Context: an optimization exercise on an open-source flow, tuned for small area. The choices shown serve that exercise and are no tape-out recipe.
RTL that was checked went through simulation tests only; none was proved equivalent to the original.
Function not checked in run 2: the RTL went through the layout flow alone.

==> flow/design.v (outline; a module is shown in full before it is edited, if it fits) <==
// module multiplier: 4715 lines
// module fa_cell: 4 lines
// module ao22_cell: 3 lines
// module and2_cell: 3 lines
// module fa1_cell: 4 lines
// module ha_cell: 4 lines
// module mul_unit: 48 lines
module mul_unit (
    input wire clk,
    input wire A_flag,
    input wire U_flag,
    input wire LongMul,
    input wire [31:0] Rm_data,
    input wire [31:0] Rs_data,
    input wire [31:0] Rn_data,
    input wire [31:0] RdHi_data,
    input wire [31:0] RdLo_data,
    input wire [3:0] cpsr_flags,
    output wire [31:0] result_lo,
    output wire [31:0] result_hi,
    output wire [3:0] flags_out
);
  // ...
==> flow/flow/run.sh <==
#!/bin/bash
set -euo pipefail
bash standard.sh "BUFFER_PORTS_ARGS=-buffer_cell sky130_fd_sc_hd__buf_1" "CTS_ARGS=-sink_clustering_enable -repair_clock_nets -dont_use_dummy_load -buf_list sky130_fd_sc_hd__clkbuf_8" finish > standard_flow.log 2>&1
==> flow/standard.sh <==
#!/bin/bash
# synth_recipe.tcl (not shown) runs the flow's synth.tcl, then flattens the netlist and writes it again
# the make line also repeats each setting of config.mk as NAME=value (left out here)
make -C /OpenROAD-flow-scripts/flow DESIGN_CONFIG=/design/flow/config.mk WORK_HOME=/design/flow/orfs CLKGATE_MAP_FILE= SYNTH_SCRIPT=/design/flow/synth_recipe.tcl "${@:-finish}"
==> flow/config.mk <==
export PLATFORM = sky130hd
export DESIGN_NAME = mul_unit
export DESIGN_NICKNAME = mul_unit
export VERILOG_FILES = /design/flow/design.v
export SDC_FILE = /design/flow/constraint.sdc
export NUM_CORES = 4
export LEC_CHECK = 0
export ABC_AREA = 1
export CAP_MARGIN = 20
export CORE_MARGIN = 2
export CORE_UTILIZATION = 40
export PLACE_DENSITY = 0.8
export SLEW_MARGIN = 20
export SYNTH_HIERARCHICAL = 1
export SYNTH_MINIMUM_KEEP_SIZE = 0
==> flow/constraint.sdc <==
create_clock -name core_clock -period 14.0 [get_ports {clk}]
set_input_delay 2.8000 -clock core_clock [delete_from_list [all_inputs] [get_ports {clk}]]
set_output_delay 2.8000 -clock core_clock [all_outputs]
set_load 0.01 [all_outputs]
==> impl_metrics.toml, run 1 <==
[setup_path]
startpoint_type = "input port"
rr_startpoint = "res_q[51]$_DFF_P_"

[logic_synthesis]
synth-xor-area-share_pct = 18.2
syn_inst = 2793
synth_area_um2 = 27600
synth_compound_area_share_pct = 12.5

[grt]
met1_usage_pct = 30.9
top_usage_layer = "met2"
grt_pass1_wl_mm = 143
grt_max_degree = 36

[sta]
worst_slack_ps = 839
max_freq_ghz = 0.0760

[detailed_routing]
dr_wl_met3_mm = 15.0
totalWireLength_mm = 95.0
wl_per_cell_um = 25.7
routed_via_density = 6.34

[layout]
multi_input_area_share_pct = 78.4

[floorplan]
core_um2 = 68500
dieArea_um2 = 71100
die_h_um = 267

[cts]
htree_levels = 4
post_cts_buffers = 0
cts_resized = 0

[status]
outcome = "timing/DRC/antenna clean"
==> inputs of run 2 (changes only) <==
--- a/flow/design.v
+++ b/flow/design.v
@@ -2544,17 +2544,17 @@
 wire n2445;
 wire n2446;
 fa_cell u86 (.a(n793), .b(n2434), .c(n2441), .s(n2445), .co(n2446));
 wire n2447;
 wire n2448;
 fa_cell u87 (.a(n2443), .b(n2436), .c(n2445), .s(n2447), .co(n2448));
 wire n2449;
 wire n2450;
-fa_cell u88 (.a(n2438), .b(n2447), .c(n2440), .s(n2449), .co(n2450));
+ha_cell u88 (.a(n2438), .b(n2447), .s(n2449), .co(n2450));
 wire n2451;
 wire n2452;
 fa_cell u89 (.a(n117), .b(n253), .c(n389), .s(n2451), .co(n2452));
 wire n2453;
 wire n2454;
 fa_cell u90 (.a(n525), .b(n661), .c(n797), .s(n2453), .co(n2454));
 wire n2455;
 wire n2456;
@@ -2577,17 +2577,17 @@
 wire n2467;
 wire n2468;
 fa_cell u97 (.a(n2454), .b(n2461), .c(n2463), .s(n2467), .co(n2468));
 wire n2469;
 wire n2470;
 fa_cell u98 (.a(n2456), .b(n2465), .c(n2467), .s(n2469), .co(n2470));
 wire n2471;
 wire n2472;
-ha_cell u99 (.a(n2458), .b(n2469), .s(n2471), .co(n2472));
+fa_cell u99 (.a(n2458), .b(n2469), .c(n2460), .s(n2471), .co(n2472));
 wire n2473;
 wire n2474;
 fa_cell u100 (.a(n125), .b(n261), .c(n397), .s(n2473), .co(n2474));
 wire n2475;
 wire n2476;
 fa_cell u101 (.a(n533), .b(n669), .c(n805), .s(n2475), .co(n2476));
 wire n2477;
 wire n2478;
@@ -2595,17 +2595,17 @@
 wire n2479;
 wire n2480;
 fa_cell u103 (.a(n2473), .b(n2475), .c(n2466), .s(n2479), .co(n2480));
 wire n2481;
 wire n2482;
 fa_cell u104 (.a(n2468), .b(n2477), .c(n2479), .s(n2481), .co(n2482));
 wire n2483;
 wire n2484;
-fa_cell u105 (.a(n2470), .b(n2472), .c(n2481), .s(n2483), .co(n2484));
+fa_cell u105 (.a(n2470), .b(n2481), .c(n2472), .s(n2483), .co(n2484));
 wire n2485;
 wire n2486;
 fa_cell u106 (.a(Rs_data[15]), .b(n129), .c(n265), .s(n2485), .co(n2486));
 wire n2487;
 wire n2488;
 fa_cell u107 (.a(n401), .b(n537), .c(n673), .s(n2487), .co(n2488));
 wire n2489;
 wire n2490;
@@ -2637,17 +2637,17 @@
 wire n2507;
 wire n2508;
 fa_cell u117 (.a(n2501), .b(n2492), .c(n2503), .s(n2507), .co(n2508));
 wire n2509;
 wire n2510;
 fa_cell u118 (.a(n2505), .b(n2494), .c(n2507), .s(n2509), .co(n2510));
 wire n2511;
 wire n2512;
-fa_cell u119 (.a(n2496), .b(n2509), .c(n2498), .s(n2511), .co(n2512));
+ha_cell u119 (.a(n2496), .b(n2509), .s(n2511), .co(n2512));
 wire n2513;
 wire n2514;
 fa_cell u120 (.a(Rs_data[17]), .b(n137), .c(n273), .s(n2513), .co(n2514));
 wire n2515;
 wire n2516;
 fa_cell u121 (.a(n409), .b(n545), .c(n681), .s(n2515), .co(n2516));
 wire n2517;
 wire n2518;
@@ -2832,17 +2832,17 @@
 wire n2637;
 wire n2638;
 fa_cell u182 (.a(n2631), .b(n2633), .c(n2614), .s(n2637), .co(n2638));
 wire n2639;
 wire n2640;
 fa_cell u183 (.a(n2635), .b(n2616), .c(n2637), .s(n2639), .co(n2640));
 wire n2641;
 wire n2642;
-fa_cell u184 (.a(n2618), .b(n2639), .c(n2620), .s(n2641), .co(n2642));
+ha_cell u184 (.a(n2618), .b(n2639), .s(n2641), .co(n2642));
 wire n2643;
 wire n2644;
 fa_cell u185 (.a(n165), .b(n301), .c(n437), .s(n2643), .co(n2644));
 wire n2645;
 wire n2646;
 fa_cell u186 (.a(n573), .b(n709), .c(n845), .s(n2645), .co(n2646));
 wire n2647;
 wire n2648;
@@ -2901,17 +2901,17 @@
 wire n2683;
 wire n2684;
 fa_cell u205 (.a(n2656), .b(n2658), .c(n2679), .s(n2683), .co(n2684));
 wire n2685;
 wire n2686;
 fa_cell u206 (.a(n2681), .b(n2660), .c(n2683), .s(n2685), .co(n2686));
 wire n2687;
 wire n2688;
-ha_cell u207 (.a(n2662), .b(n2685), .s(n2687), .co(n2688));
+fa_cell u207 (.a(n2662), .b(n2685), .c(n2664), .s(n2687), .co(n2688));
 wire n2689;
 wire n2690;
 fa_cell u208 (.a(n173), .b(n309), .c(n445), .s(n2689), .co(n2690));
 wire n2691;
 wire n2692;
 fa_cell u209 (.a(n581), .b(n717), .c(n853), .s(n2691), .co(n2692));
 wire n2693;
 wire n2694;
@@ -2937,17 +2937,17 @@
 wire n2707;
 wire n2708;
 fa_cell u217 (.a(n2680), .b(n2682), .c(n2703), .s(n2707), .co(n2708));
 wire n2709;
 wire n2710;
 fa_cell u218 (.a(n2705), .b(n2684), .c(n2707), .s(n2709), .co(n2710));
 wire n2711;
 wire n2712;
-fa_cell u219 (.a(n2686), .b(n2709), .c(n2688), .s(n2711), .co(n2712));
+ha_cell u219 (.a(n2686), .b(n2709), .s(n2711), .co(n2712));
 wire n2713;
 wire n2714;
 fa_cell u220 (.a(Rs_data[27]), .b(n177), .c(n313), .s(n2713), .co(n2714));
 wire n2715;
 wire n2716;
 fa_cell u221 (.a(n449), .b(n585), .c(n721), .s(n2715), .co(n2716));
 wire n2717;
 wire n2718;
@@ -3057,17 +3057,17 @@
 wire n2787;
 wire n2788;
 fa_cell u257 (.a(n2756), .b(n2783), .c(n2758), .s(n2787), .co(n2788));
 wire n2789;
 wire n2790;
 fa_cell u258 (.a(n2785), .b(n2760), .c(n2787), .s(n2789), .co(n2790));
 wire n2791;
 wire n2792;
-fa_cell u259 (.a(n2762), .b(n2789), .c(n2764), .s(n2791), .co(n2792));
+ha_cell u259 (.a(n2762), .b(n2789), .s(n2791), .co(n2792));
 wire n2793;
 wire n2794;
 fa_cell u260 (.a(n189), .b(n325), .c(n461), .s(n2793), .co(n2794));
 wire n2795;
 wire n2796;
 fa_cell u261 (.a(n597), .b(n733), .c(n869), .s(n2795), .co(n2796));
 wire n2797;
 wire n2798;
@@ -3099,17 +3099,17 @@
 wire n2815;
 wire n2816;
 fa_cell u271 (.a(n2809), .b(n2811), .c(n2786), .s(n2815), .co(n2816));
 wire n2817;
 wire n2818;
 fa_cell u272 (.a(n2813), .b(n2788), .c(n2815), .s(n2817), .co(n2818));
 wire n2819;
 wire n2820;
-ha_cell u273 (.a(n2790), .b(n2817), .s(n2819), .co(n2820));
+fa_cell u273 (.a(n2790), .b(n2817), .c(n2792), .s(n2819), .co(n2820));
 wire n2821;
 wire n2822;
 fa_cell u274 (.a(Rs_data[31]), .b(n193), .c(n329), .s(n2821), .co(n2822));
 wire n2823;
 wire n2824;
 fa_cell u275 (.a(n465), .b(n601), .c(n737), .s(n2823), .co(n2824));
 wire n2825;
 wire n2826;
@@ -3144,17 +3144,17 @@
 wire n2845;
 wire n2846;
 fa_cell u286 (.a(n2839), .b(n2841), .c(n2814), .s(n2845), .co(n2846));
 wire n2847;
 wire n2848;
 fa_cell u287 (.a(n2843), .b(n2816), .c(n2845), .s(n2847), .co(n2848));
 wire n2849;
 wire n2850;
-fa_cell u288 (.a(n2818), .b(n2847), .c(n2820), .s(n2849), .co(n2850));
+ha_cell u288 (.a(n2818), .b(n2847), .s(n2849), .co(n2850));
 wire n2851;
 wire n2852;
 fa_cell u289 (.a(n197), .b(n333), .c(n469), .s(n2851), .co(n2852));
 wire n2853;
 wire n2854;
 fa_cell u290 (.a(n605), .b(n741), .c(n877), .s(n2853), .co(n2854));
 wire n2855;
 wire n2856;
@@ -3330,17 +3330,17 @@
 wire n2969;
 wire n2970;
 fa_cell u348 (.a(n2963), .b(n2965), .c(n2936), .s(n2969), .co(n2970));
 wire n2971;
 wire n2972;
 fa_cell u349 (.a(n2967), .b(n2938), .c(n2969), .s(n2971), .co(n2972));
 wire n2973;
 wire n2974;
-fa_cell u350 (.a(n2940), .b(n2971), .c(n2942), .s(n2973), .co(n2974));
+ha_cell u350 (.a(n2940), .b(n2971), .s(n2973), .co(n2974));
 wire n2975;
 wire n2976;
 fa_cell u351 (.a(n39), .b(n2372), .c(n350), .s(n2975), .co(n2976));
 wire n2977;
 wire n2978;
 fa_cell u352 (.a(n485), .b(n621), .c(n757), .s(n2977), .co(n2978));
 wire n2979;
 wire n2980;
@@ -3378,17 +3378,17 @@
 wire n3001;
 wire n3002;
 fa_cell u364 (.a(n2966), .b(n2968), .c(n2997), .s(n3001), .co(n3002));
 wire n3003;
 wire n3004;
 fa_cell u365 (.a(n2999), .b(n2970), .c(n3001), .s(n3003), .co(n3004));
 wire n3005;
 wire n3006;
-ha_cell u366 (.a(n2972), .b(n3003), .s(n3005), .co(n3006));
+fa_cell u366 (.a(n2972), .b(n3003), .c(n2974), .s(n3005), .co(n3006));
 wire n3007;
 wire n3008;
 fa_cell u367 (.a(n40), .b(n2373), .c(n489), .s(n3007), .co(n3008));
 wire n3009;
 wire n3010;
 fa_cell u368 (.a(n625), .b(n761), .c(n897), .s(n3009), .co(n3010));
 wire n3011;
 wire n3012;
@@ -3468,17 +3468,17 @@
 wire n3061;
 wire n3062;
 fa_cell u394 (.a(n3055), .b(n3057), .c(n3030), .s(n3061), .co(n3062));
 wire n3063;
 wire n3064;
 fa_cell u395 (.a(n3059), .b(n3032), .c(n3061), .s(n3063), .co(n3064));
 wire n3065;
 wire n3066;
-fa_cell u396 (.a(n3034), .b(n3063), .c(n3036), .s(n3065), .co(n3066));
+ha_cell u396 (.a(n3034), .b(n3063), .s(n3065), .co(n3066));
 wire n3067;
 wire n3068;
 fa_cell u397 (.a(n42), .b(n2375), .c(n633), .s(n3067), .co(n3068));
 wire n3069;
 wire n3070;
 fa_cell u398 (.a(n769), .b(n905), .c(n1041), .s(n3069), .co(n3070));
 wire n3071;
 wire n3072;
@@ -3552,17 +3552,17 @@
 wire n3117;
 wire n3118;
 fa_cell u422 (.a(n3111), .b(n3113), .c(n3088), .s(n3117), .co(n3118));
 wire n3119;
 wire n3120;
 fa_cell u423 (.a(n3115), .b(n3090), .c(n3117), .s(n3119), .co(n3120));
 wire n3121;
 wire n3122;
-fa_cell u424 (.a(n3092), .b(n3119), .c(n3094), .s(n3121), .co(n3122));
+ha_cell u424 (.a(n3092), .b(n3119), .s(n3121), .co(n3122));
 wire n3123;
 wire n3124;
 fa_cell u425 (.a(n44), .b(n2377), .c(n777), .s(n3123), .co(n3124));
 wire n3125;
 wire n3126;
 fa_cell u426 (.a(n913), .b(n1049), .c(n1185), .s(n3125), .co(n3126));
 wire n3127;
 wire n3128;
@@ -4094,629 +4094,660 @@
 fa_cell u602 (.a(n3470), .b(n3475), .c(n3472), .s(n3477), .co(n3478));
 wire n3479;
 wire n3480;
 fa_cell u603 (.a(n67), .b(n2400), .c(n2366), .s(n3479), .co(n3480));
 wire n3481;
 wire n3482;
 fa_cell u604 (.a(n3476), .b(n3479), .c(n3478), .s(n3481), .co(n3482));
 wire n3483 = ~n2941;
-wire n3484 = ~n2973;
+wire n3484;
 wire n3485;
+fa_cell u605 (.a(n2973), .b(n2942), .c(1'b1), .s(n3484), .co(n3485));
 wire n3486;
-ha_cell u605 (.a(n3005), .b(n2974), .s(n3485), .co(n3486));
 wire n3487;
+ha_cell u606 (.a(n3035), .b(n3006), .s(n3486), .co(n3487));
 wire n3488;
-fa_cell u606 (.a(n3006), .b(n3035), .c(n3486), .s(n3487), .co(n3488));
 wire n3489;
+ha_cell u607 (.a(n3065), .b(n3036), .s(n3488), .co(n3489));
 wire n3490;
-ha_cell u607 (.a(n3093), .b(n3066), .s(n3489), .co(n3490));
 wire n3491;
+fa_cell u608 (.a(n3066), .b(n3093), .c(n3489), .s(n3490), .co(n3491));
 wire n3492;
-ha_cell u608 (.a(n3147), .b(n3122), .s(n3491), .co(n3492));
 wire n3493;
+ha_cell u609 (.a(n3121), .b(n3094), .s(n3492), .co(n3493));
 wire n3494;
-ha_cell u609 (.a(n3197), .b(n3174), .s(n3493), .co(n3494));
 wire n3495;
+fa_cell u610 (.a(n3122), .b(n3147), .c(n3493), .s(n3494), .co(n3495));
 wire n3496;
-ha_cell u610 (.a(n3243), .b(n3222), .s(n3495), .co(n3496));
 wire n3497;
+ha_cell u611 (.a(n3197), .b(n3174), .s(n3496), .co(n3497));
 wire n3498;
-ha_cell u611 (.a(n3285), .b(n3266), .s(n3497), .co(n3498));
 wire n3499;
+ha_cell u612 (.a(n3243), .b(n3222), .s(n3498), .co(n3499));
 wire n3500;
-ha_cell u612 (.a(n3323), .b(n3306), .s(n3499), .co(n3500));
 wire n3501;
+ha_cell u613 (.a(n3285), .b(n3266), .s(n3500), .co(n3501));
 wire n3502;
-ha_cell u613 (.a(n3357), .b(n3342), .s(n3501), .co(n3502));
 wire n3503;
+ha_cell u614 (.a(n3323), .b(n3306), .s(n3502), .co(n3503));
 wire n3504;
-ha_cell u614 (.a(n3387), .b(n3374), .s(n3503), .co(n3504));
 wire n3505;
+ha_cell u615 (.a(n3357), .b(n3342), .s(n3504), .co(n3505));
 wire n3506;
-ha_cell u615 (.a(n3413), .b(n3402), .s(n3505), .co(n3506));
 wire n3507;
+ha_cell u616 (.a(n3387), .b(n3374), .s(n3506), .co(n3507));
 wire n3508;
-ha_cell u616 (.a(n3435), .b(n3426), .s(n3507), .co(n3508));
 wire n3509;
+ha_cell u617 (.a(n3413), .b(n3402), .s(n3508), .co(n3509));
 wire n3510;
-ha_cell u617 (.a(n3453), .b(n3446), .s(n3509), .co(n3510));
 wire n3511;
+ha_cell u618 (.a(n3435), .b(n3426), .s(n3510), .co(n3511));
 wire n3512;
-ha_cell u618 (.a(n3467), .b(n3462), .s(n3511), .co(n3512));
 wire n3513;
+ha_cell u619 (.a(n3453), .b(n3446), .s(n3512), .co(n3513));
 wire n3514;
-ha_cell u619 (.a(n3477), .b(n3474), .s(n3513), .co(n3514));
-wire n3515 = n73 ^ Rs_data[1];
-wire n3516 = n73 & Rs_data[1];
-wire n3517 = n77 ^ n3516;
-wire n3518 = n3516 & n77;
-wire n3519 = n2401 ^ n3518;
-wire n3520 = n3518 & n2401;
-wire n3521 = n2403 ^ n3520;
-wire n3522 = n3520 & n2403;
-wire n3523 = n2407 ^ n3522;
-wire n3524 = n3522 & n2407;
-wire n3525 = n2411 ^ n3524;
-wire n3526 = n3524 & n2411;
-wire n3527 = n2417 ^ n3526;
-wire n3528 = n3526 & n2417;
-wire n3529 = n2423 ^ n3528;
-wire n3530 = n3528 & n2423;
-wire n3531 = n2431 ^ n3530;
-wire n3532 = n3530 & n2431;
-wire n3533 = n2439 ^ n3532;
-wire n3534 = n3532 & n2439;
-wire n3535 = n2449 ^ n3534;
-wire n3536 = n3534 & n2449;
-wire n3537 = n2459 ^ n3536;
-wire n3538 = n3536 & n2459;
+wire n3515;
+ha_cell u620 (.a(n3467), .b(n3462), .s(n3514), .co(n3515));
+wire n3516;
+wire n3517;
+ha_cell u621 (.a(n3477), .b(n3474), .s(n3516), .co(n3517));
+wire n3518 = n73 ^ Rs_data[1];
+wire n3519 = n73 & Rs_data[1];
+wire n3520 = n77 ^ n3519;
+wire n3521 = n3519 & n77;
+wire n3522 = n2401 ^ n3521;
+wire n3523 = n3521 & n2401;
+wire n3524 = n2403 ^ n3523;
+wire n3525 = n3523 & n2403;
+wire n3526 = n2407 ^ n3525;
+wire n3527 = n3525 & n2407;
+wire n3528 = n2411 ^ n3527;
+wire n3529 = n3527 & n2411;
+wire n3530 = n2417 ^ n3529;
+wire n3531 = n3529 & n2417;
+wire n3532 = n2423 ^ n3531;
+wire n3533 = n3531 & n2423;
+wire n3534 = n2431 ^ n3533;
+wire n3535 = n3533 & n2431;
+wire n3536 = n2439 ^ n3535;
+wire n3537 = n3535 & n2439;
+wire n3538;
 wire n3539;
-wire n3540;
-fa_cell u620 (.a(n2460), .b(n2471), .c(n3538), .s(n3539), .co(n3540));
-wire n3541 = n2483 ^ n3540;
-wire n3542 = n3540 & n2483;
-wire n3543 = n2497 ^ n3542;
-wire n3544 = n3542 & n2497;
-wire n3545 = n2511 ^ n3544;
-wire n3546 = n3544 & n2511;
-wire n3547 = n2527 ^ n3546;
-wire n3548 = n2527 & n3546;
-wire n3549 = n2543 ^ n3548;
-wire n3550 = n2543 & n2527;
-wire n3551 = n3550 & n3546;
-wire n3552;
-wire n3553;
-ha_cell u621 (.a(n2562), .b(n2579), .s(n3552), .co(n3553));
-wire n3554 = n2561 ^ n3551;
-wire n3555 = n2561 & n3551;
-wire n3556 = n3552 ^ n3555;
-wire n3557 = n3552 & n2561;
-wire n3558 = n3557 & n3551;
-wire n3559 = n3553 | n3558;
-wire n3560 = n2599 ^ n3559;
-wire n3561 = n2599 & n3559;
-wire n3562 = n2619 ^ n3561;
-wire n3563 = n2619 & n2599;
-wire n3564 = n3563 & n3559;
-wire n3565 = n2641 ^ n3564;
-wire n3566 = n2641 & n3564;
-wire n3567 = n2663 ^ n3566;
-wire n3568 = n2663 & n2641;
-wire n3569 = n3568 & n3564;
-wire n3570;
-wire n3571;
-ha_cell u622 (.a(n2664), .b(n2687), .s(n3570), .co(n3571));
-wire n3572 = n3570 ^ n3569;
-wire n3573 = n3570 & n3569;
-wire n3574 = n3571 | n3573;
-wire n3575 = n2711 ^ n3574;
-wire n3576 = n2711 & n3571;
-wire n3577 = n2711 & n3570;
-wire n3578 = n3577 & n3569;
-wire n3579 = n3576 | n3578;
-wire n3580 = n2737 ^ n3579;
-wire n3581 = n2737 & n3579;
-wire n3582 = n2763 ^ n3581;
-wire n3583 = n2763 & n2737;
-wire n3584 = n3583 & n3579;
-wire n3585;
-wire n3586;
-ha_cell u623 (.a(n2792), .b(n2819), .s(n3585), .co(n3586));
-wire n3587 = n2791 ^ n3584;
-wire n3588 = n2791 & n3584;
-wire n3589 = n3585 ^ n3588;
-wire n3590 = n3585 & n2791;
-wire n3591 = n3590 & n3584;
-wire n3592 = n3586 | n3591;
-wire n3593 = n2849 ^ n3592;
-wire n3594 = n2849 & n3592;
-wire n3595 = n2879 ^ n3594;
-wire n3596 = n2879 & n2849;
-wire n3597 = n3596 & n3592;
-wire n3598;
-wire n3599;
-fa_cell u624 (.a(n2880), .b(n2909), .c(n3597), .s(n3598), .co(n3599));
-wire n3600 = n3515 ^ n4;
-wire n3601 = n3515 & n4;
-wire n3602;
-wire n3603;
-fa_cell u625 (.a(n3517), .b(n5), .c(n3601), .s(n3602), .co(n3603));
-wire n3604;
+fa_cell u622 (.a(n2440), .b(n2449), .c(n3537), .s(n3538), .co(n3539));
+wire n3540 = n2459 ^ n3539;
+wire n3541 = n3539 & n2459;
+wire n3542 = n2471 ^ n3541;
+wire n3543 = n3541 & n2471;
+wire n3544 = n2483 ^ n3543;
+wire n3545 = n3543 & n2483;
+wire n3546;
+wire n3547;
+ha_cell u623 (.a(n2498), .b(n2511), .s(n3546), .co(n3547));
+wire n3548 = n2497 ^ n3545;
+wire n3549 = n2497 & n3545;
+wire n3550 = n3546 ^ n3549;
+wire n3551 = n3546 & n2497;
+wire n3552 = n3551 & n3545;
+wire n3553 = n3547 | n3552;
+wire n3554 = n2527 ^ n3553;
+wire n3555 = n2527 & n3553;
+wire n3556 = n2543 ^ n3555;
+wire n3557 = n2543 & n2527;
+wire n3558 = n3557 & n3553;
+wire n3559;
+wire n3560;
+ha_cell u624 (.a(n2562), .b(n2579), .s(n3559), .co(n3560));
+wire n3561 = n2561 ^ n3558;
+wire n3562 = n2561 & n3558;
+wire n3563 = n3559 ^ n3562;
+wire n3564 = n3559 & n2561;
+wire n3565 = n3564 & n3558;
+wire n3566 = n3560 | n3565;
+wire n3567 = n2599 ^ n3566;
+wire n3568 = n2599 & n3566;
+wire n3569 = n2619 ^ n3568;
+wire n3570 = n2619 & n2599;
+wire n3571 = n3570 & n3566;
+wire n3572;
+wire n3573;
+ha_cell u625 (.a(n2620), .b(n2641), .s(n3572), .co(n3573));
+wire n3574 = n3572 ^ n3571;
+wire n3575 = n3572 & n3571;
+wire n3576 = n3573 | n3575;
+wire n3577 = n2663 ^ n3576;
+wire n3578 = n2663 & n3573;
+wire n3579 = n2663 & n3572;
+wire n3580 = n3579 & n3571;
+wire n3581 = n3578 | n3580;
+wire n3582;
+wire n3583;
+ha_cell u626 (.a(n2688), .b(n2711), .s(n3582), .co(n3583));
+wire n3584 = n2687 ^ n3581;
+wire n3585 = n2687 & n3581;
+wire n3586 = n3582 ^ n3585;
+wire n3587 = n3582 & n2687;
+wire n3588 = n3587 & n3581;
+wire n3589 = n3583 | n3588;
+wire n3590 = n2737 ^ n3589;
+wire n3591 = n2737 & n3589;
+wire n3592 = n2763 ^ n3591;
+wire n3593 = n2763 & n2737;
+wire n3594 = n3593 & n3589;
+wire n3595;
+wire n3596;
+ha_cell u627 (.a(n2764), .b(n2791), .s(n3595), .co(n3596));
+wire n3597 = n3595 ^ n3594;
+wire n3598 = n3595 & n3594;
+wire n3599 = n3596 | n3598;
+wire n3600 = n2819 ^ n3599;
+wire n3601 = n2819 & n3596;
+wire n3602 = n2819 & n3595;
+wire n3603 = n3602 & n3594;
+wire n3604 = n3601 | n3603;
 wire n3605;
-fa_cell u626 (.a(n3519), .b(n6), .c(n3603), .s(n3604), .co(n3605));
 wire n3606;
-wire n3607;
-fa_cell u627 (.a(n3521), .b(n7), .c(n3605), .s(n3606), .co(n3607));
-wire n3608;
-wire n3609;
-fa_cell u628 (.a(n3523), .b(n8), .c(n3607), .s(n3608), .co(n3609));
-wire n3610;
-wire n3611;
-fa_cell u629 (.a(n3525), .b(n9), .c(n3609), .s(n3610), .co(n3611));
-wire n3612;
-wire n3613;
-fa_cell u630 (.a(n3527), .b(n10), .c(n3611), .s(n3612), .co(n3613));
-wire n3614;
+ha_cell u628 (.a(n2820), .b(n2849), .s(n3605), .co(n3606));
+wire n3607 = n3605 ^ n3604;
+wire n3608 = n3605 & n3604;
+wire n3609 = n3606 | n3608;
+wire n3610 = n2879 ^ n3609;
+wire n3611 = n2879 & n3606;
+wire n3612 = n2879 & n3605;
+wire n3613 = n3612 & n3604;
+wire n3614 = n3611 | n3613;
 wire n3615;
-fa_cell u631 (.a(n3529), .b(n11), .c(n3613), .s(n3614), .co(n3615));
 wire n3616;
-wire n3617;
-fa_cell u632 (.a(n3531), .b(n12), .c(n3615), .s(n3616), .co(n3617));
-wire n3618;
+fa_cell u629 (.a(n2880), .b(n2909), .c(n3614), .s(n3615), .co(n3616));
+wire n3617 = n3518 ^ n4;
+wire n3618 = n3518 & n4;
 wire n3619;
-fa_cell u633 (.a(n3533), .b(n13), .c(n3617), .s(n3618), .co(n3619));
 wire n3620;
+fa_cell u630 (.a(n3520), .b(n5), .c(n3618), .s(n3619), .co(n3620));
 wire n3621;
-fa_cell u634 (.a(n3535), .b(n14), .c(n3619), .s(n3620), .co(n3621));
 wire n3622;
+fa_cell u631 (.a(n3522), .b(n6), .c(n3620), .s(n3621), .co(n3622));
 wire n3623;
-fa_cell u635 (.a(n3537), .b(n15), .c(n3621), .s(n3622), .co(n3623));
 wire n3624;
+fa_cell u632 (.a(n3524), .b(n7), .c(n3622), .s(n3623), .co(n3624));
 wire n3625;
-fa_cell u636 (.a(n3539), .b(n16), .c(n3623), .s(n3624), .co(n3625));
 wire n3626;
+fa_cell u633 (.a(n3526), .b(n8), .c(n3624), .s(n3625), .co(n3626));
 wire n3627;
-fa_cell u637 (.a(n3541), .b(n17), .c(n3625), .s(n3626), .co(n3627));
 wire n3628;
+fa_cell u634 (.a(n3528), .b(n9), .c(n3626), .s(n3627), .co(n3628));
 wire n3629;
-fa_cell u638 (.a(n3543), .b(n18), .c(n3627), .s(n3628), .co(n3629));
 wire n3630;
+fa_cell u635 (.a(n3530), .b(n10), .c(n3628), .s(n3629), .co(n3630));
 wire n3631;
-fa_cell u639 (.a(n3545), .b(n19), .c(n3629), .s(n3630), .co(n3631));
 wire n3632;
+fa_cell u636 (.a(n3532), .b(n11), .c(n3630), .s(n3631), .co(n3632));
 wire n3633;
-ha_cell u640 (.a(n3547), .b(n20), .s(n3632), .co(n3633));
 wire n3634;
+fa_cell u637 (.a(n3534), .b(n12), .c(n3632), .s(n3633), .co(n3634));
 wire n3635;
-ha_cell u641 (.a(n3549), .b(n21), .s(n3634), .co(n3635));
-wire n3636 = n3632 ^ n3631;
-wire n3637 = n3632 & n3631;
-wire n3638 = n3633 | n3637;
-wire n3639 = n3634 ^ n3638;
-wire n3640 = n3634 & n3633;
-wire n3641 = n3635 | n3640;
-wire n3642 = n3634 & n3632;
-wire n3643 = n3642 & n3631;
-wire n3644 = n3641 | n3643;
+wire n3636;
+fa_cell u638 (.a(n3536), .b(n13), .c(n3634), .s(n3635), .co(n3636));
+wire n3637;
+wire n3638;
+fa_cell u639 (.a(n3538), .b(n14), .c(n3636), .s(n3637), .co(n3638));
+wire n3639;
+wire n3640;
+fa_cell u640 (.a(n3540), .b(n15), .c(n3638), .s(n3639), .co(n3640));
+wire n3641;
+wire n3642;
+fa_cell u641 (.a(n3542), .b(n16), .c(n3640), .s(n3641), .co(n3642));
+wire n3643;
+wire n3644;
+fa_cell u642 (.a(n3544), .b(n17), .c(n3642), .s(n3643), .co(n3644));
 wire n3645;
 wire n3646;
-ha_cell u642 (.a(n3554), .b(n22), .s(n3645), .co(n3646));
+ha_cell u643 (.a(n3548), .b(n18), .s(n3645), .co(n3646));
 wire n3647;
 wire n3648;
-ha_cell u643 (.a(n3556), .b(n23), .s(n3647), .co(n3648));
+ha_cell u644 (.a(n3550), .b(n19), .s(n3647), .co(n3648));
 wire n3649 = n3645 ^ n3644;
 wire n3650 = n3645 & n3644;
 wire n3651 = n3646 | n3650;
 wire n3652 = n3647 ^ n3651;
 wire n3653 = n3647 & n3646;
 wire n3654 = n3648 | n3653;
 wire n3655 = n3647 & n3645;
 wire n3656 = n3655 & n3644;
 wire n3657 = n3654 | n3656;
 wire n3658;
 wire n3659;
-ha_cell u644 (.a(n3560), .b(n24), .s(n3658), .co(n3659));
+ha_cell u645 (.a(n3554), .b(n20), .s(n3658), .co(n3659));
 wire n3660;
 wire n3661;
-ha_cell u645 (.a(n3562), .b(n25), .s(n3660), .co(n3661));
+ha_cell u646 (.a(n3556), .b(n21), .s(n3660), .co(n3661));
 wire n3662 = n3658 ^ n3657;
 wire n3663 = n3658 & n3657;
 wire n3664 = n3659 | n3663;
 wire n3665 = n3660 ^ n3664;
 wire n3666 = n3660 & n3659;
 wire n3667 = n3661 | n3666;
 wire n3668 = n3660 & n3658;
 wire n3669 = n3668 & n3657;
 wire n3670 = n3667 | n3669;
 wire n3671;
 wire n3672;
-ha_cell u646 (.a(n3565), .b(n26), .s(n3671), .co(n3672));
+ha_cell u647 (.a(n3561), .b(n22), .s(n3671), .co(n3672));
 wire n3673;
 wire n3674;
-ha_cell u647 (.a(n3567), .b(n27), .s(n3673), .co(n3674));
+ha_cell u648 (.a(n3563), .b(n23), .s(n3673), .co(n3674));
 wire n3675 = n3671 ^ n3670;
 wire n3676 = n3671 & n3670;
 wire n3677 = n3672 | n3676;
 wire n3678 = n3673 ^ n3677;
 wire n3679 = n3673 & n3672;
 wire n3680 = n3674 | n3679;
 wire n3681 = n3673 & n3671;
 wire n3682 = n3681 & n3670;
 wire n3683 = n3680 | n3682;
 wire n3684;
 wire n3685;
-ha_cell u648 (.a(n3572), .b(n28), .s(n3684), .co(n3685));
+ha_cell u649 (.a(n3567), .b(n24), .s(n3684), .co(n3685));
 wire n3686;
 wire n3687;
-ha_cell u649 (.a(n3575), .b(n29), .s(n3686), .co(n3687));
+ha_cell u650 (.a(n3569), .b(n25), .s(n3686), .co(n3687));
 wire n3688 = n3684 ^ n3683;
 wire n3689 = n3684 & n3683;
 wire n3690 = n3685 | n3689;
 wire n3691 = n3686 ^ n3690;
 wire n3692 = n3686 & n3685;
 wire n3693 = n3687 | n3692;
 wire n3694 = n3686 & n3684;
 wire n3695 = n3694 & n3683;
 wire n3696 = n3693 | n3695;
 wire n3697;
 wire n3698;
-ha_cell u650 (.a(n3580), .b(n30), .s(n3697), .co(n3698));
+ha_cell u651 (.a(n3574), .b(n26), .s(n3697), .co(n3698));
 wire n3699;
 wire n3700;
-ha_cell u651 (.a(n3582), .b(n31), .s(n3699), .co(n3700));
+ha_cell u652 (.a(n3577), .b(n27), .s(n3699), .co(n3700));
 wire n3701 = n3697 ^ n3696;
 wire n3702 = n3697 & n3696;
 wire n3703 = n3698 | n3702;
 wire n3704 = n3699 ^ n3703;
 wire n3705 = n3699 & n3698;
 wire n3706 = n3700 | n3705;
 wire n3707 = n3699 & n3697;
 wire n3708 = n3707 & n3696;
 wire n3709 = n3706 | n3708;
 wire n3710;
 wire n3711;
-ha_cell u652 (.a(n3587), .b(n32), .s(n3710), .co(n3711));
+ha_cell u653 (.a(n3584), .b(n28), .s(n3710), .co(n3711));
 wire n3712;
 wire n3713;
-ha_cell u653 (.a(n3589), .b(n33), .s(n3712), .co(n3713));
+ha_cell u654 (.a(n3586), .b(n29), .s(n3712), .co(n3713));
 wire n3714 = n3710 ^ n3709;
 wire n3715 = n3710 & n3709;
 wire n3716 = n3711 | n3715;
 wire n3717 = n3712 ^ n3716;
 wire n3718 = n3712 & n3711;
 wire n3719 = n3713 | n3718;
 wire n3720 = n3712 & n3710;
 wire n3721 = n3720 & n3709;
 wire n3722 = n3719 | n3721;
 wire n3723;
 wire n3724;
-ha_cell u654 (.a(n3593), .b(n34), .s(n3723), .co(n3724));
+ha_cell u655 (.a(n3590), .b(n30), .s(n3723), .co(n3724));
 wire n3725;
 wire n3726;
-ha_cell u655 (.a(n3595), .b(n35), .s(n3725), .co(n3726));
+ha_cell u656 (.a(n3592), .b(n31), .s(n3725), .co(n3726));
 wire n3727 = n3723 ^ n3722;
 wire n3728 = n3723 & n3722;
 wire n3729 = n3724 | n3728;
 wire n3730 = n3725 ^ n3729;
 wire n3731 = n3725 & n3724;
 wire n3732 = n3726 | n3731;
 wire n3733 = n3725 & n3723;
 wire n3734 = n3733 & n3722;
 wire n3735 = n3732 | n3734;
 wire n3736;
 wire n3737;
-fa_cell u656 (.a(n3598), .b(n36), .c(n3735), .s(n3736), .co(n3737));
+ha_cell u657 (.a(n3597), .b(n32), .s(n3736), .co(n3737));
 wire n3738;
 wire n3739;
-fa_cell u657 (.a(n3483), .b(n3599), .c(n3737), .s(n3738), .co(n3739));
-wire n3740;
-wire n3741;
-ha_cell u658 (.a(n2941), .b(n3484), .s(n3740), .co(n3741));
-wire n3742;
-wire n3743;
-ha_cell u659 (.a(n2973), .b(n3485), .s(n3742), .co(n3743));
-wire n3744 = n3740 ^ n3739;
-wire n3745 = n3740 & n3739;
-wire n3746 = n3741 | n3745;
-wire n3747 = n3742 ^ n3746;
-wire n3748 = n3742 & n3741;
-wire n3749 = n3743 | n3748;
-wire n3750 = n3742 & n3740;
-wire n3751 = n3750 & n3739;
-wire n3752 = n3749 | n3751;
-wire n3753 = ~n3487;
-wire n3754;
-wire n3755;
-ha_cell u660 (.a(n3065), .b(n3488), .s(n3754), .co(n3755));
-wire n3756 = n3753 ^ n3752;
-wire n3757 = n3753 & n3752;
-wire n3758 = n3487 | n3757;
-wire n3759 = n3754 ^ n3758;
-wire n3760 = n3754 & n3487;
-wire n3761 = n3755 | n3760;
-wire n3762 = n3754 & n3753;
-wire n3763 = n3762 & n3749;
-wire n3764 = n3761 | n3763;
-wire n3765 = n3762 & n3750;
-wire n3766 = n3765 & n3739;
-wire n3767 = n3764 | n3766;
-wire n3768 = ~n3489;
+ha_cell u658 (.a(n3600), .b(n33), .s(n3738), .co(n3739));
+wire n3740 = n3736 ^ n3735;
+wire n3741 = n3736 & n3735;
+wire n3742 = n3737 | n3741;
+wire n3743 = n3738 ^ n3742;
+wire n3744 = n3738 & n3737;
+wire n3745 = n3739 | n3744;
+wire n3746 = n3738 & n3736;
+wire n3747 = n3746 & n3735;
+wire n3748 = n3745 | n3747;
+wire n3749;
+wire n3750;
+ha_cell u659 (.a(n3607), .b(n34), .s(n3749), .co(n3750));
+wire n3751;
+wire n3752;
+ha_cell u660 (.a(n3610), .b(n35), .s(n3751), .co(n3752));
+wire n3753 = n3749 ^ n3748;
+wire n3754 = n3749 & n3748;
+wire n3755 = n3750 | n3754;
+wire n3756 = n3751 ^ n3755;
+wire n3757 = n3751 & n3750;
+wire n3758 = n3752 | n3757;
+wire n3759 = n3751 & n3749;
+wire n3760 = n3759 & n3748;
+wire n3761 = n3758 | n3760;
+wire n3762;
+wire n3763;
+fa_cell u661 (.a(n3615), .b(n36), .c(n3761), .s(n3762), .co(n3763));
+wire n3764;
+wire n3765;
+fa_cell u662 (.a(n3483), .b(n3616), .c(n3763), .s(n3764), .co(n3765));
+wire n3766;
+wire n3767;
+ha_cell u663 (.a(n2941), .b(n3484), .s(n3766), .co(n3767));
+wire n3768;
 wire n3769;
-wire n3770;
-ha_cell u661 (.a(n3121), .b(n3490), .s(n3769), .co(n3770));
-wire n3771 = n3768 ^ n3767;
-wire n3772 = n3768 & n3767;
-wire n3773 = n3489 | n3772;
-wire n3774 = n3769 ^ n3773;
-wire n3775 = n3769 & n3489;
-wire n3776 = n3770 | n3775;
-wire n3777 = n3769 & n3768;
-wire n3778 = n3777 & n3764;
-wire n3779 = n3776 | n3778;
-wire n3780 = n3777 & n3765;
-wire n3781 = n3780 & n3739;
-wire n3782 = n3779 | n3781;
-wire n3783 = ~n3491;
-wire n3784;
-wire n3785;
-ha_cell u662 (.a(n3173), .b(n3492), .s(n3784), .co(n3785));
-wire n3786 = n3783 ^ n3782;
-wire n3787 = n3783 & n3782;
-wire n3788 = n3491 | n3787;
-wire n3789 = n3784 ^ n3788;
-wire n3790 = n3784 & n3491;
-wire n3791 = n3785 | n3790;
-wire n3792 = n3784 & n3783;
-wire n3793 = n3792 & n3779;
-wire n3794 = n3791 | n3793;
-wire n3795 = n3792 & n3780;
-wire n3796 = n3795 & n3739;
-wire n3797 = n3794 | n3796;
-wire n3798 = ~n3493;
-wire n3799;
-wire n3800;
-ha_cell u663 (.a(n3221), .b(n3494), .s(n3799), .co(n3800));
-wire n3801 = n3798 ^ n3797;
-wire n3802 = n3798 & n3797;
-wire n3803 = n3493 | n3802;
-wire n3804 = n3799 ^ n3803;
-wire n3805 = n3799 & n3493;
-wire n3806 = n3800 | n3805;
-wire n3807 = n3799 & n3798;
-wire n3808 = n3807 & n3794;
-wire n3809 = n3806 | n3808;
-wire n3810 = n3807 & n3795;
-wire n3811 = n3810 & n3739;
-wire n3812 = n3809 | n3811;
-wire n3813 = ~n3495;
-wire n3814;
-wire n3815;
-ha_cell u664 (.a(n3265), .b(n3496), .s(n3814), .co(n3815));
-wire n3816 = n3813 ^ n3812;
-wire n3817 = n3813 & n3812;
-wire n3818 = n3495 | n3817;
-wire n3819 = n3814 ^ n3818;
-wire n3820 = n3814 & n3495;
-wire n3821 = n3815 | n3820;
-wire n3822 = n3814 & n3813;
-wire n3823 = n3822 & n3809;
-wire n3824 = n3821 | n3823;
-wire n3825 = n3822 & n3810;
-wire n3826 = n3825 & n3739;
-wire n3827 = n3824 | n3826;
-wire n3828 = ~n3497;
-wire n3829;
-wire n3830;
-ha_cell u665 (.a(n3305), .b(n3498), .s(n3829), .co(n3830));
-wire n3831 = n3828 ^ n3827;
-wire n3832 = n3828 & n3827;
-wire n3833 = n3497 | n3832;
-wire n3834 = n3829 ^ n3833;
-wire n3835 = n3829 & n3497;
-wire n3836 = n3830 | n3835;
-wire n3837 = n3829 & n3828;
-wire n3838 = n3837 & n3824;
-wire n3839 = n3836 | n3838;
-wire n3840 = n3837 & n3825;
-wire n3841 = n3840 & n3739;
-wire n3842 = n3839 | n3841;
-wire n3843 = ~n3499;
-wire n3844;
-wire n3845;
-ha_cell u666 (.a(n3341), .b(n3500), .s(n3844), .co(n3845));
-wire n3846 = n3843 ^ n3842;
-wire n3847 = n3843 & n3842;
-wire n3848 = n3499 | n3847;
-wire n3849 = n3844 ^ n3848;
-wire n3850 = n3844 & n3499;
-wire n3851 = n3845 | n3850;
-wire n3852 = n3844 & n3843;
-wire n3853 = n3852 & n3839;
-wire n3854 = n3851 | n3853;
-wire n3855 = n3852 & n3840;
-wire n3856 = n3855 & n3739;
-wire n3857 = n3854 | n3856;
-wire n3858 = ~n3501;
-wire n3859;
-wire n3860;
-ha_cell u667 (.a(n3373), .b(n3502), .s(n3859), .co(n3860));
-wire n3861 = n3858 ^ n3857;
-wire n3862 = n3858 & n3857;
-wire n3863 = n3501 | n3862;
-wire n3864 = n3859 ^ n3863;
-wire n3865 = n3859 & n3501;
-wire n3866 = n3860 | n3865;
-wire n3867 = n3859 & n3858;
-wire n3868 = n3867 & n3854;
-wire n3869 = n3866 | n3868;
-wire n3870 = n3867 & n3855;
-wire n3871 = n3870 & n3739;
-wire n3872 = n3869 | n3871;
-wire n3873 = ~n3503;
-wire n3874;
-wire n3875;
-ha_cell u668 (.a(n3401), .b(n3504), .s(n3874), .co(n3875));
-wire n3876 = n3873 ^ n3872;
-wire n3877 = n3873 & n3872;
-wire n3878 = n3503 | n3877;
-wire n3879 = n3874 ^ n3878;
-wire n3880 = n3874 & n3503;
-wire n3881 = n3875 | n3880;
-wire n3882 = n3874 & n3873;
-wire n3883 = n3882 & n3869;
-wire n3884 = n3881 | n3883;
-wire n3885 = n3882 & n3870;
-wire n3886 = n3885 & n3739;
-wire n3887 = n3884 | n3886;
-wire n3888 = ~n3505;
-wire n3889;
-wire n3890;
-ha_cell u669 (.a(n3425), .b(n3506), .s(n3889), .co(n3890));
-wire n3891 = n3888 ^ n3887;
-wire n3892 = n3888 & n3887;
-wire n3893 = n3505 | n3892;
-wire n3894 = n3889 ^ n3893;
-wire n3895 = n3889 & n3505;
-wire n3896 = n3890 | n3895;
-wire n3897 = n3889 & n3888;
-wire n3898 = n3897 & n3884;
-wire n3899 = n3896 | n3898;
-wire n3900 = n3897 & n3885;
-wire n3901 = n3900 & n3739;
-wire n3902 = n3899 | n3901;
-wire n3903 = ~n3507;
-wire n3904;
-wire n3905;
-ha_cell u670 (.a(n3445), .b(n3508), .s(n3904), .co(n3905));
-wire n3906 = n3903 ^ n3902;
-wire n3907 = n3903 & n3902;
-wire n3908 = n3507 | n3907;
-wire n3909 = n3904 ^ n3908;
-wire n3910 = n3904 & n3507;
-wire n3911 = n3905 | n3910;
-wire n3912 = n3904 & n3903;
-wire n3913 = n3912 & n3899;
-wire n3914 = n3911 | n3913;
-wire n3915 = n3912 & n3900;
-wire n3916 = n3915 & n3739;
-wire n3917 = n3914 | n3916;
-wire n3918 = ~n3509;
-wire n3919;
-wire n3920;
-ha_cell u671 (.a(n3461), .b(n3510), .s(n3919), .co(n3920));
-wire n3921 = n3918 ^ n3917;
-wire n3922 = n3918 & n3917;
-wire n3923 = n3509 | n3922;
-wire n3924 = n3919 ^ n3923;
-wire n3925 = n3919 & n3509;
-wire n3926 = n3920 | n3925;
-wire n3927 = n3919 & n3918;
-wire n3928 = n3927 & n3914;
-wire n3929 = n3926 | n3928;
-wire n3930 = n3927 & n3915;
-wire n3931 = n3930 & n3739;
-wire n3932 = n3929 | n3931;
-wire n3933 = ~n3511;
-wire n3934;
-wire n3935;
-ha_cell u672 (.a(n3473), .b(n3512), .s(n3934), .co(n3935));
-wire n3936 = n3933 ^ n3932;
-wire n3937 = n3933 & n3932;
-wire n3938 = n3511 | n3937;
-wire n3939 = n3934 ^ n3938;
-wire n3940 = n3934 & n3511;
-wire n3941 = n3935 | n3940;
-wire n3942 = n3934 & n3933;
-wire n3943 = n3942 & n3929;
-wire n3944 = n3941 | n3943;
-wire n3945 = n3942 & n3930;
-wire n3946 = n3945 & n3739;
-wire n3947 = n3944 | n3946;
-wire n3948 = ~n3513;
-wire n3949;
-wire n3950;
-ha_cell u673 (.a(n3481), .b(n3514), .s(n3949), .co(n3950));
-wire n3951 = n3948 ^ n3947;
-wire n3952 = n3948 & n3947;
-wire n3953 = n3513 | n3952;
-wire n3954 = n3949 ^ n3953;
-wire n3955 = n3949 & n3513;
-wire n3956 = n3950 | n3955;
-wire n3957 = n3949 & n3948;
-wire n3958 = n3957 & n3944;
-wire n3959 = n3956 | n3958;
-wire n3960 = n3957 & n3945;
-wire n3961 = n3960 & n3739;
-wire n3962 = n3959 | n3961;
-assign res[0] = n3600;
-assign res[1] = n3602;
-assign res[2] = n3604;
-assign res[3] = n3606;
-assign res[4] = n3608;
-assign res[5] = n3610;
-assign res[6] = n3612;
-assign res[7] = n3614;
-assign res[8] = n3616;
-assign res[9] = n3618;
-assign res[10] = n3620;
-assign res[11] = n3622;
-assign res[12] = n3624;
-assign res[13] = n3626;
-assign res[14] = n3628;
-assign res[15] = n3630;
-assign res[16] = n3636;
-assign res[17] = n3639;
-assign res[18] = n3649;
-assign res[19] = n3652;
-assign res[20] = n3662;
-assign res[21] = n3665;
-assign res[22] = n3675;
-assign res[23] = n3678;
-assign res[24] = n3688;
-assign res[25] = n3691;
-assign res[26] = n3701;
-assign res[27] = n3704;
-assign res[28] = n3714;
-assign res[29] = n3717;
-assign res[30] = n3727;
-assign res[31] = n3730;
-assign res[32] = n3736;
-assign res[33] = n3738;
-assign res[34] = n3744;
-assign res[35] = n3747;
-assign res[36] = n3756;
-assign res[37] = n3759;
-assign res[38] = n3771;
-assign res[39] = n3774;
-assign res[40] = n3786;
-assign res[41] = n3789;
-assign res[42] = n3801;
-assign res[43] = n3804;
-assign res[44] = n3816;
-assign res[45] = n3819;
-assign res[46] = n3831;
-assign res[47] = n3834;
-assign res[48] = n3846;
-assign res[49] = n3849;
-assign res[50] = n3861;
-assign res[51] = n3864;
-assign res[52] = n3876;
-assign res[53] = n3879;
-assign res[54] = n3891;
-assign res[55] = n3894;
-assign res[56] = n3906;
-assign res[57] = n3909;
-assign res[58] = n3921;
-assign res[59] = n3924;
-assign res[60] = n3936;
-assign res[61] = n3939;
-assign res[62] = n3951;
-assign res[63] = n3954;
-assign prod32 = n3598;
+ha_cell u664 (.a(n3005), .b(n3485), .s(n3768), .co(n3769));
+wire n3770 = n3766 ^ n3765;
+wire n3771 = n3766 & n3765;
+wire n3772 = n3767 | n3771;
+wire n3773 = n3768 ^ n3772;
+wire n3774 = n3768 & n3767;
+wire n3775 = n3769 | n3774;
+wire n3776 = n3768 & n3766;
+wire n3777 = n3776 & n3765;
+wire n3778 = n3775 | n3777;
+wire n3779 = ~n3486;
+wire n3780;
+wire n3781;
+ha_cell u665 (.a(n3487), .b(n3488), .s(n3780), .co(n3781));
+wire n3782 = n3779 ^ n3778;
+wire n3783 = n3779 & n3778;
+wire n3784 = n3486 | n3783;
+wire n3785 = n3780 ^ n3784;
+wire n3786 = n3780 & n3486;
+wire n3787 = n3781 | n3786;
+wire n3788 = n3780 & n3779;
+wire n3789 = n3788 & n3775;
+wire n3790 = n3787 | n3789;
+wire n3791 = n3788 & n3776;
+wire n3792 = n3791 & n3765;
+wire n3793 = n3790 | n3792;
+wire n3794 = ~n3490;
+wire n3795;
+wire n3796;
+ha_cell u666 (.a(n3491), .b(n3492), .s(n3795), .co(n3796));
+wire n3797 = n3794 ^ n3793;
+wire n3798 = n3794 & n3793;
+wire n3799 = n3490 | n3798;
+wire n3800 = n3795 ^ n3799;
+wire n3801 = n3795 & n3490;
+wire n3802 = n3796 | n3801;
+wire n3803 = n3795 & n3794;
+wire n3804 = n3803 & n3790;
+wire n3805 = n3802 | n3804;
+wire n3806 = n3803 & n3791;
+wire n3807 = n3806 & n3765;
+wire n3808 = n3805 | n3807;
+wire n3809 = ~n3494;
+wire n3810;
+wire n3811;
+ha_cell u667 (.a(n3173), .b(n3495), .s(n3810), .co(n3811));
+wire n3812 = n3809 ^ n3808;
+wire n3813 = n3809 & n3808;
+wire n3814 = n3494 | n3813;
+wire n3815 = n3810 ^ n3814;
+wire n3816 = n3810 & n3494;
+wire n3817 = n3811 | n3816;
+wire n3818 = n3810 & n3809;
+wire n3819 = n3818 & n3805;
+wire n3820 = n3817 | n3819;
+wire n3821 = n3818 & n3806;
+wire n3822 = n3821 & n3765;
+wire n3823 = n3820 | n3822;
+wire n3824 = ~n3496;
+wire n3825;
+wire n3826;
+ha_cell u668 (.a(n3221), .b(n3497), .s(n3825), .co(n3826));
+wire n3827 = n3824 ^ n3823;
+wire n3828 = n3824 & n3823;
+wire n3829 = n3496 | n3828;
+wire n3830 = n3825 ^ n3829;
+wire n3831 = n3825 & n3496;
+wire n3832 = n3826 | n3831;
+wire n3833 = n3825 & n3824;
+wire n3834 = n3833 & n3820;
+wire n3835 = n3832 | n3834;
+wire n3836 = n3833 & n3821;
+wire n3837 = n3836 & n3765;
+wire n3838 = n3835 | n3837;
+wire n3839 = ~n3498;
+wire n3840;
+wire n3841;
+ha_cell u669 (.a(n3265), .b(n3499), .s(n3840), .co(n3841));
+wire n3842 = n3839 ^ n3838;
+wire n3843 = n3839 & n3838;
+wire n3844 = n3498 | n3843;
+wire n3845 = n3840 ^ n3844;
+wire n3846 = n3840 & n3498;
+wire n3847 = n3841 | n3846;
+wire n3848 = n3840 & n3839;
+wire n3849 = n3848 & n3835;
+wire n3850 = n3847 | n3849;
+wire n3851 = n3848 & n3836;
+wire n3852 = n3851 & n3765;
+wire n3853 = n3850 | n3852;
+wire n3854 = ~n3500;
+wire n3855;
+wire n3856;
+ha_cell u670 (.a(n3305), .b(n3501), .s(n3855), .co(n3856));
+wire n3857 = n3854 ^ n3853;
+wire n3858 = n3854 & n3853;
+wire n3859 = n3500 | n3858;
+wire n3860 = n3855 ^ n3859;
+wire n3861 = n3855 & n3500;
+wire n3862 = n3856 | n3861;
+wire n3863 = n3855 & n3854;
+wire n3864 = n3863 & n3850;
+wire n3865 = n3862 | n3864;
+wire n3866 = n3863 & n3851;
+wire n3867 = n3866 & n3765;
+wire n3868 = n3865 | n3867;
+wire n3869 = ~n3502;
+wire n3870;
+wire n3871;
+ha_cell u671 (.a(n3341), .b(n3503), .s(n3870), .co(n3871));
+wire n3872 = n3869 ^ n3868;
+wire n3873 = n3869 & n3868;
+wire n3874 = n3502 | n3873;
+wire n3875 = n3870 ^ n3874;
+wire n3876 = n3870 & n3502;
+wire n3877 = n3871 | n3876;
+wire n3878 = n3870 & n3869;
+wire n3879 = n3878 & n3865;
+wire n3880 = n3877 | n3879;
+wire n3881 = n3878 & n3866;
+wire n3882 = n3881 & n3765;
+wire n3883 = n3880 | n3882;
+wire n3884 = ~n3504;
+wire n3885;
+wire n3886;
+ha_cell u672 (.a(n3373), .b(n3505), .s(n3885), .co(n3886));
+wire n3887 = n3884 ^ n3883;
+wire n3888 = n3884 & n3883;
+wire n3889 = n3504 | n3888;
+wire n3890 = n3885 ^ n3889;
+wire n3891 = n3885 & n3504;
+wire n3892 = n3886 | n3891;
+wire n3893 = n3885 & n3884;
+wire n3894 = n3893 & n3880;
+wire n3895 = n3892 | n3894;
+wire n3896 = n3893 & n3881;
+wire n3897 = n3896 & n3765;
+wire n3898 = n3895 | n3897;
+wire n3899 = ~n3506;
+wire n3900;
+wire n3901;
+ha_cell u673 (.a(n3401), .b(n3507), .s(n3900), .co(n3901));
+wire n3902 = n3899 ^ n3898;
+wire n3903 = n3899 & n3898;
+wire n3904 = n3506 | n3903;
+wire n3905 = n3900 ^ n3904;
+wire n3906 = n3900 & n3506;
+wire n3907 = n3901 | n3906;
+wire n3908 = n3900 & n3899;
+wire n3909 = n3908 & n3895;
+wire n3910 = n3907 | n3909;
+wire n3911 = n3908 & n3896;
+wire n3912 = n3911 & n3765;
+wire n3913 = n3910 | n3912;
+wire n3914 = ~n3508;
+wire n3915;
+wire n3916;
+ha_cell u674 (.a(n3425), .b(n3509), .s(n3915), .co(n3916));
+wire n3917 = n3914 ^ n3913;
+wire n3918 = n3914 & n3913;
+wire n3919 = n3508 | n3918;
+wire n3920 = n3915 ^ n3919;
+wire n3921 = n3915 & n3508;
+wire n3922 = n3916 | n3921;
+wire n3923 = n3915 & n3914;
+wire n3924 = n3923 & n3910;
+wire n3925 = n3922 | n3924;
+wire n3926 = n3923 & n3911;
+wire n3927 = n3926 & n3765;
+wire n3928 = n3925 | n3927;
+wire n3929 = ~n3510;
+wire n3930;
+wire n3931;
+ha_cell u675 (.a(n3445), .b(n3511), .s(n3930), .co(n3931));
+wire n3932 = n3929 ^ n3928;
+wire n3933 = n3929 & n3928;
+wire n3934 = n3510 | n3933;
+wire n3935 = n3930 ^ n3934;
+wire n3936 = n3930 & n3510;
+wire n3937 = n3931 | n3936;
+wire n3938 = n3930 & n3929;
+wire n3939 = n3938 & n3925;
+wire n3940 = n3937 | n3939;
+wire n3941 = n3938 & n3926;
+wire n3942 = n3941 & n3765;
+wire n3943 = n3940 | n3942;
+wire n3944 = ~n3512;
+wire n3945;
+wire n3946;
+ha_cell u676 (.a(n3461), .b(n3513), .s(n3945), .co(n3946));
+wire n3947 = n3944 ^ n3943;
+wire n3948 = n3944 & n3943;
+wire n3949 = n3512 | n3948;
+wire n3950 = n3945 ^ n3949;
+wire n3951 = n3945 & n3512;
+wire n3952 = n3946 | n3951;
+wire n3953 = n3945 & n3944;
+wire n3954 = n3953 & n3940;
+wire n3955 = n3952 | n3954;
+wire n3956 = n3953 & n3941;
+wire n3957 = n3956 & n3765;
+wire n3958 = n3955 | n3957;
+wire n3959 = ~n3514;
+wire n3960;
+wire n3961;
+ha_cell u677 (.a(n3473), .b(n3515), .s(n3960), .co(n3961));
+wire n3962 = n3959 ^ n3958;
+wire n3963 = n3959 & n3958;
+wire n3964 = n3514 | n3963;
+wire n3965 = n3960 ^ n3964;
+wire n3966 = n3960 & n3514;
+wire n3967 = n3961 | n3966;
+wire n3968 = n3960 & n3959;
+wire n3969 = n3968 & n3955;
+wire n3970 = n3967 | n3969;
+wire n3971 = n3968 & n3956;
+wire n3972 = n3971 & n3765;
+wire n3973 = n3970 | n3972;
+wire n3974 = ~n3516;
+wire n3975;
+wire n3976;
+ha_cell u678 (.a(n3481), .b(n3517), .s(n3975), .co(n3976));
+wire n3977 = n3974 ^ n3973;
+wire n3978 = n3974 & n3973;
+wire n3979 = n3516 | n3978;
+wire n3980 = n3975 ^ n3979;
+wire n3981 = n3975 & n3516;
+wire n3982 = n3976 | n3981;
+wire n3983 = n3975 & n3974;
+wire n3984 = n3983 & n3970;
+wire n3985 = n3982 | n3984;
+wire n3986 = n3983 & n3971;
+wire n3987 = n3986 & n3765;
+wire n3988 = n3985 | n3987;
+assign res[0] = n3617;
+assign res[1] = n3619;
+assign res[2] = n3621;
+assign res[3] = n3623;
+assign res[4] = n3625;
+assign res[5] = n3627;
+assign res[6] = n3629;
+assign res[7] = n3631;
+assign res[8] = n3633;
+assign res[9] = n3635;
+assign res[10] = n3637;
+assign res[11] = n3639;
+assign res[12] = n3641;
+assign res[13] = n3643;
+assign res[14] = n3649;
+assign res[15] = n3652;
+assign res[16] = n3662;
+assign res[17] = n3665;
+assign res[18] = n3675;
+assign res[19] = n3678;
+assign res[20] = n3688;
+assign res[21] = n3691;
+assign res[22] = n3701;
+assign res[23] = n3704;
+assign res[24] = n3714;
+assign res[25] = n3717;
+assign res[26] = n3727;
+assign res[27] = n3730;
+assign res[28] = n3740;
+assign res[29] = n3743;
+assign res[30] = n3753;
+assign res[31] = n3756;
+assign res[32] = n3762;
+assign res[33] = n3764;
+assign res[34] = n3770;
+assign res[35] = n3773;
+assign res[36] = n3782;
+assign res[37] = n3785;
+assign res[38] = n3797;
+assign res[39] = n3800;
+assign res[40] = n3812;
+assign res[41] = n3815;
+assign res[42] = n3827;
+assign res[43] = n3830;
+assign res[44] = n3842;
+assign res[45] = n3845;
+assign res[46] = n3857;
+assign res[47] = n3860;
+assign res[48] = n3872;
+assign res[49] = n3875;
+assign res[50] = n3887;
+assign res[51] = n3890;
+assign res[52] = n3902;
+assign res[53] = n3905;
+assign res[54] = n3917;
+assign res[55] = n3920;
+assign res[56] = n3932;
+assign res[57] = n3935;
+assign res[58] = n3947;
+assign res[59] = n3950;
+assign res[60] = n3962;
+assign res[61] = n3965;
+assign res[62] = n3977;
+assign res[63] = n3980;
+assign prod32 = n3615;
 endmodule
 module fa_cell (input wire a, input wire b, input wire c, output wire s, output wire co);
 assign s = a ^ b ^ c;
 assign co = (a & b) | (c & (a ^ b));
 endmodule
 module ao22_cell (input wire a, input wire b, input wire c, input wire d, output wire y);
 assign y = (a & b) | (c & d);
 endmodule
==> flow/config.mk (replaced) <==
export PLATFORM = sky130hd
export DESIGN_NAME = mul_unit
export DESIGN_NICKNAME = mul_unit
export VERILOG_FILES = /design/flow/design.v
export SDC_FILE = /design/flow/constraint.sdc
export NUM_CORES = 4
export LEC_CHECK = 0
export ABC_AREA = 1
export CAP_MARGIN = 20
export CORE_MARGIN = 2
export CORE_UTILIZATION = 40
export SLEW_MARGIN = 20
export SYNTH_HIERARCHICAL = 1
export SYNTH_MINIMUM_KEEP_SIZE = 0
==> run 2 against run 1 <==
Effect of this change: still clean on timing, DRC and antenna; first-iteration DRC count is 34% lower; fmax up 2.4%; synthesized area is 0.50% higher; critical path depth up 2; critical path type unchanged; highest routed layer unchanged.
==> impl_metrics.toml, run 2 <==
[setup_path]
cp-end-kind = "register"
cp-startpoint = "Rs_data[1]"
cp.arrival_ps = 13340
cpMostUsedCell = "fa_1"
max_stage_delay_ps = 510
worstPathMaxFanout = 31
startpoint_type = "input port"
cp_slowest_cell = "fa_1"
rr_startpoint = "res_q[55]$_DFF_P_"
cp.required_ps = 14480
crit_type = "in2reg"

[layout]
final_common_cell = "fa_1"
multiInputGateArea_um2 = 23000
reg_top3 = "res_q (64), res_qq (64)"
final_cell_mix = "fa_1 (551), xor2_1 (549), o22ai_1 (511), buf_1 (216), nand2_1 (192)"
regArea_um2 = 2680
fill_cells = 6754
area_growth_pct = 6.01
fin_util_pct = 42.8
num-nets-final = 3703
drive_above_1_share_pct = 6.79
finalNonFillerCells = 3775

[flow_run]
maxCapViolCount = 0

[cts]
hold_buffers = 0
clkSinkCount = 134
post_cts_buffers = 0
clockBufferDepth = 2
clk_latency_ps = 560
cts_resized = 0
cts_inserted_buffers = 17
htree_levels = 4
clkSlewWorstSetupHoldPaths_ps = 80
cts_tree = "yes"
cts-root-buf = "clkbuf_8"

[logic_synthesis]
synth_area_per_cell_um2 = 9.85
synth.distinct_cells = 37
yosysMostFrequentCell = "fa_1"
synth_area_leaders = "fa_1 (40%), xor2_1 (17%), o22ai_1 (12%)"
seq_area_frac_synth_pct = 9.68
synthArstFlopShare_pct = 0
synth_top_area_share_pct = 39.8
synth_top_area_cell = "fa_1"
synth_edf_count = 0
syn_nets = 3675
synthTopCellsByCount = "fa_1 (551), xor2_1 (549), o22ai_1 (511)"
yosys_warnings = 7
syn_inst = 2815
synth_area_um2 = 27700
synth_ff_type = "dfxtp_1"
ys_seq_elements = 134

[detailed_routing]
dr.pass1.iters = 5
drt_iter0_markers = 2272
drtAntennaViolNets = 0
vias = 22049
wl_per_cell_um = 24.9
totalWireLength_mm = 94.2
remaining_drc_errors = 0
routed_via_density = 5.84

[sta]
hold_viol = 0
slew_viol_final = 0
max_freq_ghz = 0.0778
finalSetupViolCount = 0
worst_pin_slew_ps = 1110
slew_headroom_pct = 24.6
fin_skew_ps = 19.9
min_period_ps = 12860
rsz0062_at_grt = "false"
tns_ps = 0
fin_crit_sh_pct = 91.8

[status]
outcome = "timing/DRC/antenna clean"

[grt]
grt-ovfl-total = 0
track_usage_pct = 26.9
grt_max_degree = 36
grt_pass1_wl_mm = 143
grt_pass1_vias = 22625
grt_antenna_before_repair = 5

[floorplan]
die_h_um = 267
dieWidth_um = 267
row_count = 96
dieArea_um2 = 71400
initial_core_util_pct = 40.4
core_um2 = 68600
top_level_ports = 236

[place]
dpl.cell_count = 3755
port_buffers = 232
gp_congestion = 0.953
dp_hpwl_mm = 68.5

[hold_path]
hp-class = "reg2reg"
hold_start = "res_q[54]$_DFF_P_"
==> run 2: metal layers <==
metal	global-route usage [%]	vias up	wire length [um]
li1	-	9299	-
met1	35.4	11068	37300
met2	42.0	1420	42700
met3	7.23	258	10200
met4	11.1	4	3930
met5	0	-	23
==> run 2: final cells by class <==
| class | instances | area share, % |
|---|---|---|
| well taps | 931 | 3.96 |
| repair buffers | 337 | 5.71 |
| diodes | 3 | 0.0256 |
| flip-flops and latches | 134 | 9.13 |
| multi-input cells | 2184 | 78.2 |
| clock buffers | 17 | 0.796 |
| inverters | 169 | 2.16 |
==> run 2: cells by family after synthesis <==
group	Yosys count	share of synthesized area [%]
AOI/OAI and AO/OA	553	12.4
adders and majority gates	692	46.2
xor gates and xnor gates	576	18.2
buffers and inverters	497	7.62
other	1	0.0135
muxes	15	0.542
and+or+nand+nor	347	5.33
DFF	134	9.68
==> run 2: worst paths after layout <==
kind              cells past startpoint  slack, ps                 end
setup reg to reg                      0      13570  res_qq[55]$_DFF_P_
hold reg to reg                       0        300  res_qq[54]$_DFF_P_
hold / removal                        0        300  res_qq[54]$_DFF_P_
setup / recovery                     50       1140   res_q[63]$_DFF_P_
==> run 2: worst max-delay path, delay by kind of cell <==
family,cells,cell delay (ps)
AOI/OAI and AO/OA,3,470
xor gates and xnor gates,2,350
buffers and inverters,2,690
adders and majority gates,17,6720
and+or+nand+nor,26,2270
==> run 2: through the flow <==
step           area [um^2]  worst slack, ps  hold WS (ps)
3_5_place_dp         29100              447           312
2_1_floorplan        27700             1380           310
5_1_grt              29400              411           308
4_1_cts              29400             1020           308
3_3_place_gp         29100              547           310
6_report             29400             1140           304
==> run 2: modules after synthesis, one instance, submodules excluded <==
module | cells inside | cell area [um^2]
ha_cell | 1 | 12.5
fa_cell | 1 | 20.0
multiplier | 1844 | 12300
mul_unit | 196 | 2940
ao22_cell | 3 | 11.3
and2_cell | 2 | 7.51

## afterwards: timing with drivers on the ports
The results above use ideal ports. As a check the final layouts listed here were re-extracted and re-timed, cells and wires unchanged. Step 1, drivers: a clkbuf_16 drives clk and a buf_2 each remaining input, both assumed. Step 2 times the ports against the registers' clock, not the clock port: input delays grow and output delays shrink by t, the midpoint of the rising clock arrivals with the driver on. Three values: no drivers, after step 1, after step 2; two values: the first two.
run	shift t [ns]	setup slack, ns	latest minus earliest clock arrival (ns)	worst register clock-pin slew, ns	pins driven straight from the clock port
run 1	0.555	0.839 / 0.827 / 0.272	0.038 / 0.038	0.09 / 0.09	1
run 2	0.617	1.144 / 1.175 / 0.558	0.043 / 0.043	0.09 / 0.09	1
After both steps every run listed still meets setup and hold. The setup slack of run 2, which loses most, moves by +0.031 ns with the drivers and by -0.586 ns with both steps.
